Background: an optimization exercise with open tools, aiming at small area. Do not read the settings as production practice. In this exercise RTL edits were held to simulation tests only and were not proved equivalent to the original. Power figures rest on the tool's default switching activity, not on a simulated workload.

== run 1 ==
Design DotProduct, start of the top module:
module DotProduct(
   input clk,
   input GlobalReset,
   input [18:0] A_0,
   input [18:0] A_1,
   input [18:0] A_2,
   input [18:0] A_3,
   input [18:0] A_4,
   input [18:0] A_5,
   input [18:0] A_6,
   input [18:0] A_7,
   input [18:0] A_8,
   input [18:0] A_9,
   input [9:0] B_0,
   input [9:0] B_1,
   input [9:0] B_2,
   input [9:0] B_3,
   input [9:0] B_4,
   input [9:0] B_5,
   input [9:0] B_6,
   input [9:0] B_7,
   input [9:0] B_8,
   input [9:0] B_9,
   output [25:0] value);
make LEC_CHECK=0 CAP_MARGIN=20 CORE_MARGIN=2 CORE_UTILIZATION=40 PLACE_DENSITY=0.6 SLEW_MARGIN=20 finish   # period 6.0 ns
run.sh (not shown) runs the stock make flow with config.mk's settings and CLKGATE_MAP_FILE= SYNTH_SCRIPT=/design/flow/synth_recipe.tcl, a recipe that flattens the netlist after the stock synthesis.
Run 1 has completed all stages; timing, DRC and antenna checks passed.
The following lists how run 2 was set up differently from run 1:
==> flow/flow/run.sh (new file) <==
#!/bin/bash
# Standard ORFS flow (the standard.sh), with the port buffers made from the
# smallest buffer cell instead of ORFS's default choice. ORFS writes each
# step's own log under orfs/logs/; make's output goes to make_finish.log.
set -euo pipefail
bash standard.sh BUFFER_PORTS_ARGS="-buffer_cell sky130_fd_sc_hd__buf_1" finish > make_finish.log 2>&1
==> flow/standard.sh (new file) <==
#!/bin/bash
# synth_recipe.tcl (not shown) runs the flow's synth.tcl, then flattens the netlist and writes it again
# the make line also repeats each setting of config.mk as NAME=value (left out here)
make -C /OpenROAD-flow-scripts/flow DESIGN_CONFIG=/design/flow/config.mk WORK_HOME=/design/flow/orfs CLKGATE_MAP_FILE= SYNTH_SCRIPT=/design/flow/synth_recipe.tcl "${@:-finish}"
removed: flow/run.sh
[summary]
- Looking only at post-route clock period utilization, and setting everything else aside, the lower value of run 2 and run 1 goes to run 1.
- Measured against run 2, the met3 wirelength from detailed routing of run 1 comes out at 0.925 times the reference value.
- Taking run 1 as the reference, in run 2 wire length fell by about 2.5%; time the worst path needs with I/O delays and setup increased 15 ps.
- The number of cells on the critical path in run 2 sits 1 above the value recorded for run 1.
- [compare] base=run 1 new=run 2: cell count decreased by 21 relative to the old numbers, post-route cell area went down, combinational power shrank by 4.6%, via count grew by 127.
- Looking at commonest non-fill, non-tap cell in the layout, the buf_1 result is from run 2; the clkdlybuf4s50_1 one comes from run 1.
- Both conditions hold for run 2: the flow ran to the end and the final layout passed the timing, design-rule and antenna checks.
diff inputs: run 2 => run 3
==> flow/flow/run.sh <==
#!/bin/bash
# Standard ORFS flow (the standard.sh) with two changes:
#  - synthesis maps logic with ABC's area mapper (flow/abc.script) instead of
#    ORFS's delay-oriented script; everything else in synthesis is unchanged
#    (synth_recipe.tcl and ORFS's synth.tcl, with only the abc call edited);
#  - the port buffers are made from the smallest buffer cell.
# ORFS writes each step's own log under orfs/logs/; make's output goes to
# make_finish.log.
set -euo pipefail
HERE=$PWD
sed "s#^  log_cmd abc {\*}\$abc_args\$#  log_cmd abc {*}[lreplace \$abc_args 1 1 $HERE/flow/abc.script]#" \
  "$FLOW_HOME/scripts/synth.tcl" > synth_custom.tcl
grep -q "flow/abc.script" synth_custom.tcl
sed "s#\$::env(SCRIPTS_DIR)/synth.tcl#$HERE/synth_custom.tcl#" synth_recipe.tcl > synth_recipe_custom.tcl
grep -q "synth_custom.tcl" synth_recipe_custom.tcl
bash standard.sh SYNTH_SCRIPT=$HERE/synth_recipe_custom.tcl \
  BUFFER_PORTS_ARGS="-buffer_cell sky130_fd_sc_hd__buf_1" ${FLOW_EXTRA:-} finish > make_finish.log 2>&1
==> flow/flow/abc.script (new file) <==
strash; dch; amap; topo; stime -c
[summary]
Cmp run 3 vs run 2: total number of tap cells lower in run 3. Going from run 2 to run 3, final estimated routing congestion in global placement went down by 4.9%, post-synthesis to final-layout area growth now sits higher, share of layout cells above drive strength 1 +4.3 points, upper clock frequency limit up 0.0046 GHz. As far as worst hold slack is concerned, run 2 and run 3 perform about the same. Higher worst path required time was reported by run 2, not run 3. Number of storage elements in the synthesis netlist: run 3 vs run 2, no meaningful difference. Measured against each other, run 2 and run 3 differ in number of placed instances, taps included, the higher figure coming from run 2. Going from run 2 to run 3, via count shrinks by 17%.


Setup of lane 1:
Another version of the RTL of DotProduct (not shown whole).
Size: roughly 77 flip-flops, ~7400 um^2 of cells after synthesis.
Settings: LEC_CHECK=0, CAP_MARGIN=20, CORE_MARGIN=2, CORE_UTILIZATION=40, PLACE_DENSITY=0.6, SLEW_MARGIN=20; clock period 6.0 ns.
standard.sh (not shown) runs the stock make flow with config.mk's settings and CLKGATE_MAP_FILE= SYNTH_SCRIPT=/design/flow/synth_recipe.tcl, a recipe that flattens the netlist after the stock synthesis.
==> flow/flow/run.sh <==
#!/bin/bash
# Standard ORFS flow (the standard.sh) with two changes:
#  - synthesis maps logic with ABC's area mapper (flow/abc.script) instead of
#    ORFS's delay-oriented script; everything else in synthesis is unchanged
#    (synth_recipe.tcl and ORFS's synth.tcl, with only the abc call edited);
#  - the port buffers are made from the smallest buffer cell.
# ORFS writes each step's own log under orfs/logs/; make's output goes to
# make_finish.log.
set -euo pipefail
HERE=$PWD
sed "s#^  log_cmd abc {\*}\$abc_args\$#  log_cmd abc {*}[lreplace \$abc_args 1 1 $HERE/flow/abc.script]#" \
  "$FLOW_HOME/scripts/synth.tcl" > synth_custom.tcl
grep -q "flow/abc.script" synth_custom.tcl
sed "s#\$::env(SCRIPTS_DIR)/synth.tcl#$HERE/synth_custom.tcl#" synth_recipe.tcl > synth_recipe_custom.tcl
grep -q "synth_custom.tcl" synth_recipe_custom.tcl
bash standard.sh SYNTH_SCRIPT=$HERE/synth_recipe_custom.tcl \
  BUFFER_PORTS_ARGS="-buffer_cell sky130_fd_sc_hd__buf_1" ${FLOW_EXTRA:-} finish > make_finish.log 2>&1
==> flow/flow/abc.script <==
strash; &get -n; &st; &dch; &nf -R 1000; &put; topo; stime -c
diff inputs: lane 1 => lane 2
diff --git a/flow/flow/run.sh b/flow/flow/run.sh
--- a/flow/flow/run.sh
+++ b/flow/flow/run.sh
@@ -2 +2 @@
-# Standard ORFS flow (the standard.sh) with two changes:
+# Standard ORFS flow (the standard.sh) with these changes:
@@ -5,0 +6,6 @@
+#  - Yosys synth runs without its own early abc pass (SYNTH_ARGS=-noabc), so
+#    the full adders written in the RTL reach extract_fa unchanged;
+#  - timing-driven global placement does not keep the resizer changes it
+#    makes while placing (GPL_KEEP_OVERFLOW=0);
+#  - after global routing, cells on paths with positive slack are downsized
+#    (RECOVER_POWER=100);
@@ -17 +23 @@
-  BUFFER_PORTS_ARGS="-buffer_cell sky130_fd_sc_hd__buf_1" ${FLOW_EXTRA:-} finish > make_finish.log 2>&1
+  SYNTH_ARGS=-noabc GPL_KEEP_OVERFLOW=0 RECOVER_POWER=100 BUFFER_PORTS_ARGS="-buffer_cell sky130_fd_sc_hd__buf_1" ${FLOW_EXTRA:-} finish > make_finish.log 2>&1
diff --git a/flow/config.mk b/flow/config.mk
--- a/flow/config.mk
+++ b/flow/config.mk
@@ -8 +8 @@
-export CAP_MARGIN = 20
+export CAP_MARGIN = 5
@@ -11,2 +11,3 @@
-export PLACE_DENSITY = 0.6
-export SLEW_MARGIN = 20
+export CTS_BUF_LIST = sky130_fd_sc_hd__clkbuf_4 sky130_fd_sc_hd__clkbuf_8
+export PLACE_DENSITY = 0.75
+export SLEW_MARGIN = 5
## What came out
- The higher fmax came out of lane 1.
- From lane 1 to lane 2 the numbers moved as follows: non-clock buffer count -8.8%; first-iteration DRC count +253; largest fanout on the critical path +2; die area -780 um^2.
- Taking lane 1 over lane 2, the count of mapped cells out of synthesis ratio works out to 1.15.
- Lane 2 gives more transition time of the tightest slew-check pin than lane 1 did.
- Lane 2 ran to completion and came out clean on the timing, design-rule and antenna checks.
Modified inputs, lane 3 compared to lane 2
diff --git a/flow/config.mk b/flow/config.mk
--- a/flow/config.mk
+++ b/flow/config.mk
@@ -10 +10 @@
-export CORE_UTILIZATION = 40
+export CORE_UTILIZATION = 50
@@ -12 +12 @@
-export PLACE_DENSITY = 0.75
+export PLACE_DENSITY = 0.7
--- outcome ---
- On clock skew, lane 3 and lane 2 are neck and neck.
- Number of hold-slack violations in the final timing report came out exactly the same in lane 3 and lane 2.
- In lane 3 relative to lane 2, cell area had gone up slightly.
- In lane 3, share of the clock period used by the worst path is lower than in lane 2.
- Summary: with lane 2 as the reference, global-route wire length before repair in lane 3 moved up slightly.
- Highest metal layer with signal wires: met5 -> lane 3, met4 -> lane 2
Input-level comparison between lane 4 and lane 3:
diff --git a/flow/flow/run.sh b/flow/flow/run.sh
--- a/flow/flow/run.sh
+++ b/flow/flow/run.sh
@@ -10,2 +9,0 @@
-#  - after global routing, cells on paths with positive slack are downsized
-#    (RECOVER_POWER=100);
@@ -23 +21 @@
-  SYNTH_ARGS=-noabc GPL_KEEP_OVERFLOW=0 RECOVER_POWER=100 BUFFER_PORTS_ARGS="-buffer_cell sky130_fd_sc_hd__buf_1" ${FLOW_EXTRA:-} finish > make_finish.log 2>&1
+  SYNTH_ARGS=-noabc GPL_KEEP_OVERFLOW=0 BUFFER_PORTS_ARGS="-buffer_cell sky130_fd_sc_hd__buf_1" ${FLOW_EXTRA:-} finish > make_finish.log 2>&1
diff --git a/flow/config.mk b/flow/config.mk
--- a/flow/config.mk
+++ b/flow/config.mk
@@ -8 +8 @@
-export CAP_MARGIN = 5
+export CAP_MARGIN = 20
@@ -10 +10 @@
-export CORE_UTILIZATION = 50
+export CORE_UTILIZATION = 40
@@ -12,2 +12,2 @@
-export PLACE_DENSITY = 0.7
-export SLEW_MARGIN = 5
+export PLACE_DENSITY = 0.6
+export SLEW_MARGIN = 20
[summary]
Summary of lane 4 over lane 3: worst path arrival time went down by 250 ps; power went down by 0.31 mW; wire length went down by 5.8%; sequential share of layout area now sits higher. Lane 4 ends up with a power share of the combinational group that is 0.9 points higher than in lane 3. Clock-net power (lane 4 over lane 3): decrease, about 26%. Summary of lane 4 over lane 3: power per unit of standard cell area saw a decrease, width of the die saw an increase, largest incremental delay on the critical path saw a decrease. Of lane 3 and lane 4, the higher actual slew at the worst max-slew pin belongs to lane 3. Placement row count: lane 4 vs lane 3 up 12%.


Starting RTL as in the previous note.
Design DotProduct, start of the top module:
module DotProduct(
   input clk,
   input GlobalReset,
   input [18:0] A_0,
   input [18:0] A_1,
   input [18:0] A_2,
   input [18:0] A_3,
   input [18:0] A_4,
   input [18:0] A_5,
   input [18:0] A_6,
   input [18:0] A_7,
   input [18:0] A_8,
   input [18:0] A_9,
   input [9:0] B_0,
   input [9:0] B_1,
   input [9:0] B_2,
   input [9:0] B_3,
   input [9:0] B_4,
   input [9:0] B_5,
   input [9:0] B_6,
   input [9:0] B_7,
   input [9:0] B_8,
   input [9:0] B_9,
   output [25:0] value);
clock: 6.0 ns
lec_check: 0
cap_margin: 5
core_margin: 2
core_utilization: 35
cts_buf_list: sky130_fd_sc_hd__clkbuf_4 sky130_fd_sc_hd__clkbuf_8
place_density: 0.6
slew_margin: 5
==> flow/flow/run.sh <==
#!/bin/bash
# Standard ORFS flow (the standard.sh) with these changes:
#  - synthesis maps logic with ABC's area mapper (flow/abc.script) instead of
#    ORFS's delay-oriented script; everything else in synthesis is unchanged
#    (synth_recipe.tcl and ORFS's synth.tcl, with only the abc call edited);
#  - Yosys synth runs without its own early abc pass (SYNTH_ARGS=-noabc), so
#    the full adders written in the RTL reach extract_fa unchanged;
#  - timing-driven global placement does not keep the resizer changes it
#    makes while placing (GPL_KEEP_OVERFLOW=0);
#  - after global routing, cells on paths with positive slack are downsized
#    (RECOVER_POWER=100);
#  - clock tree synthesis adds no dummy loads (CTS_ARGS: ORFS's own
#    arguments plus -dont_use_dummy_load);
#  - the port buffers are made from the smallest buffer cell.
# ORFS writes each step's own log under orfs/logs/; make's output goes to
# make_finish.log.
set -euo pipefail
HERE=$PWD
sed "s#^  log_cmd abc {\*}\$abc_args\$#  log_cmd abc {*}[lreplace \$abc_args 1 1 $HERE/flow/abc.script]#" \
  "$FLOW_HOME/scripts/synth.tcl" > synth_custom.tcl
grep -q "flow/abc.script" synth_custom.tcl
sed "s#\$::env(SCRIPTS_DIR)/synth.tcl#$HERE/synth_custom.tcl#" synth_recipe.tcl > synth_recipe_custom.tcl
grep -q "synth_custom.tcl" synth_recipe_custom.tcl
bash standard.sh SYNTH_SCRIPT=$HERE/synth_recipe_custom.tcl \
  SYNTH_ARGS=-noabc GPL_KEEP_OVERFLOW=0 RECOVER_POWER=100 \
  CTS_ARGS="-sink_clustering_enable -repair_clock_nets -buf_list {sky130_fd_sc_hd__clkbuf_4 sky130_fd_sc_hd__clkbuf_8} -dont_use_dummy_load" \
  BUFFER_PORTS_ARGS="-buffer_cell sky130_fd_sc_hd__buf_1" ${FLOW_EXTRA:-} finish > make_finish.log 2>&1
Scripts as last shown in full above: flow/flow/abc.script
The starting point produced a clean layout.
Next try:
==> flow/flow/run.sh (replaced) <==
#!/bin/bash
# Standard ORFS flow (the standard.sh) with two changes:
#  - synthesis maps logic with ABC's area mapper (flow/abc.script) instead of
#    ORFS's delay-oriented script; everything else in synthesis is unchanged
#    (synth_recipe.tcl and ORFS's synth.tcl, with only the abc call edited);
#  - Yosys synth runs without its own early abc pass (SYNTH_ARGS=-noabc), so
#    the full adders written in the RTL reach extract_fa unchanged;
#  - the port buffers are made from the smallest buffer cell.
# ORFS writes each step's own log under orfs/logs/; make's output goes to
# make_finish.log.
set -euo pipefail
HERE=$PWD
sed "s#^  log_cmd abc {\*}\$abc_args\$#  log_cmd abc {*}[lreplace \$abc_args 1 1 $HERE/flow/abc.script]#" \
  "$FLOW_HOME/scripts/synth.tcl" > synth_custom.tcl
grep -q "flow/abc.script" synth_custom.tcl
sed "s#\$::env(SCRIPTS_DIR)/synth.tcl#$HERE/synth_custom.tcl#" synth_recipe.tcl > synth_recipe_custom.tcl
grep -q "synth_custom.tcl" synth_recipe_custom.tcl
bash standard.sh SYNTH_SCRIPT=$HERE/synth_recipe_custom.tcl \
  SYNTH_ARGS=-noabc BUFFER_PORTS_ARGS="-buffer_cell sky130_fd_sc_hd__buf_1" ${FLOW_EXTRA:-} finish > make_finish.log 2>&1
CAP_MARGIN = 20   (was 5)
CORE_UTILIZATION = 40   (was 35)
SLEW_MARGIN = 20   (was 5)
After rerunning: The new run produced a clean layout. Core utilization grows by 7.7 points. Final cell count came out lower by 0.57%. Global-route usage grows by 6.5 points. Clock-buffer cell count does not change. Worst hold slack gets better by 0.0061 ns. Via count rose by 4.3%. Non-clock buffer count came out higher by 26.
Next try:
GPL_TIMING_DRIVEN = 0   (was unset)
The new run completed with no timing, DRC or antenna violations. Wire length rose by 3.1%. Utilization rose by 0.29 points. Global-route usage rose by 0.61 points. Maximum frequency fell by 6.5%.
Next try:
--- a/flow/flow/run.sh
+++ b/flow/flow/run.sh
@@ -1,4 +1,4 @@
 #!/bin/bash
-# Standard ORFS flow (the standard.sh) with two changes:
+# Standard ORFS flow (the standard.sh) with these changes:
 #  - synthesis maps logic with ABC's area mapper (flow/abc.script) instead of
 #    ORFS's delay-oriented script; everything else in synthesis is unchanged
@@ -6,4 +6,10 @@
 #  - Yosys synth runs without its own early abc pass (SYNTH_ARGS=-noabc), so
 #    the full adders written in the RTL reach extract_fa unchanged;
+#  - timing-driven global placement does not keep the resizer changes it
+#    makes while placing (GPL_KEEP_OVERFLOW=0);
+#  - after global routing, cells on paths with positive slack are downsized
+#    (RECOVER_POWER=100);
+#  - clock tree synthesis adds no dummy loads (CTS_ARGS: ORFS's own
+#    arguments plus -dont_use_dummy_load);
 #  - the port buffers are made from the smallest buffer cell.
 # ORFS writes each step's own log under orfs/logs/; make's output goes to
@@ -17,3 +23,5 @@
 grep -q "synth_custom.tcl" synth_recipe_custom.tcl
 bash standard.sh SYNTH_SCRIPT=$HERE/synth_recipe_custom.tcl \
-  SYNTH_ARGS=-noabc BUFFER_PORTS_ARGS="-buffer_cell sky130_fd_sc_hd__buf_1" ${FLOW_EXTRA:-} finish > make_finish.log 2>&1
+  SYNTH_ARGS=-noabc GPL_KEEP_OVERFLOW=0 RECOVER_POWER=100 \
+  CTS_ARGS="-sink_clustering_enable -repair_clock_nets -buf_list {sky130_fd_sc_hd__clkbuf_4 sky130_fd_sc_hd__clkbuf_8} -dont_use_dummy_load" \
+  BUFFER_PORTS_ARGS="-buffer_cell sky130_fd_sc_hd__buf_1" ${FLOW_EXTRA:-} finish > make_finish.log 2>&1
CAP_MARGIN = 5   (was 20)
GPL_TIMING_DRIVEN = unset   (was 0)
PLACE_DENSITY = 0.65   (was 0.6)
SLEW_MARGIN = 5   (was 20)
=>
- The changed run completed with no timing, DRC or antenna violations
- setup slack is worse by 0.11 ns
- global-route usage came out lower by 0.52 points
- register-to-register slack degrades by 0.08 ns

==> static timing again, ports no longer ideal <==
In the flow no input, the clock included, has a driving cell. The finished layouts below were timed again as built, in two steps. Step 1 sets driving cells, clkbuf_16 on the clock port and buf_2 on the other inputs (assumed; they add their load-dependent delay and slew). Step 2, shift: input delay + t, output delay - t, t = (earliest + latest rising clock arrival at the registers) / 2. This alone moves slack from input paths to output paths. Three values: ideal, step 1, step 2; two values: the first two.
| run | shift t [ns] | setup WS [ns] | slew at the worst register clock pin (ns) |
|---|---|---|---|
| run 1 | 0.399 | 0.289 / 0.289 / -0.015 | 0.06 / 0.06 |
| run 2 | 0.398 | 0.274 / 0.274 / 0.274 | 0.07 / 0.07 |
| run 3 | 0.384 | 0.420 / 0.420 / 0.274 | 0.08 / 0.08 |
| lane 1 | 0.389 | 0.597 / 0.618 / 0.229 | 0.06 / 0.06 |
| lane 2 | 0.416 | 0.053 / 0.070 / -0.346 | 0.08 / 0.08 |
| lane 3 | 0.408 | 0.138 / 0.155 / -0.254 | 0.08 / 0.08 |
| lane 4 | 0.421 | 0.319 / 0.324 / -0.097 | 0.10 / 0.10 |
| the first run of note 3 | 0.407 | 0.259 / 0.279 / -0.128 | 0.08 / 0.08 |
| the second run of note 3 | 0.428 | 0.592 / 0.598 / 0.170 | 0.09 / 0.09 |
| the third run of note 3 | 0.414 | 0.217 / 0.221 / -0.193 | 0.09 / 0.09 |
| the fourth run of note 3 | 0.406 | 0.103 / 0.121 / -0.285 | 0.08 / 0.08 |
With both steps, setup timing fails in 7 of these runs, where it was met with ideal ports. For the second run of note 3, which loses most, drivers alone change the setup slack by +0.006 ns; drivers and shift together by -0.422 ns.
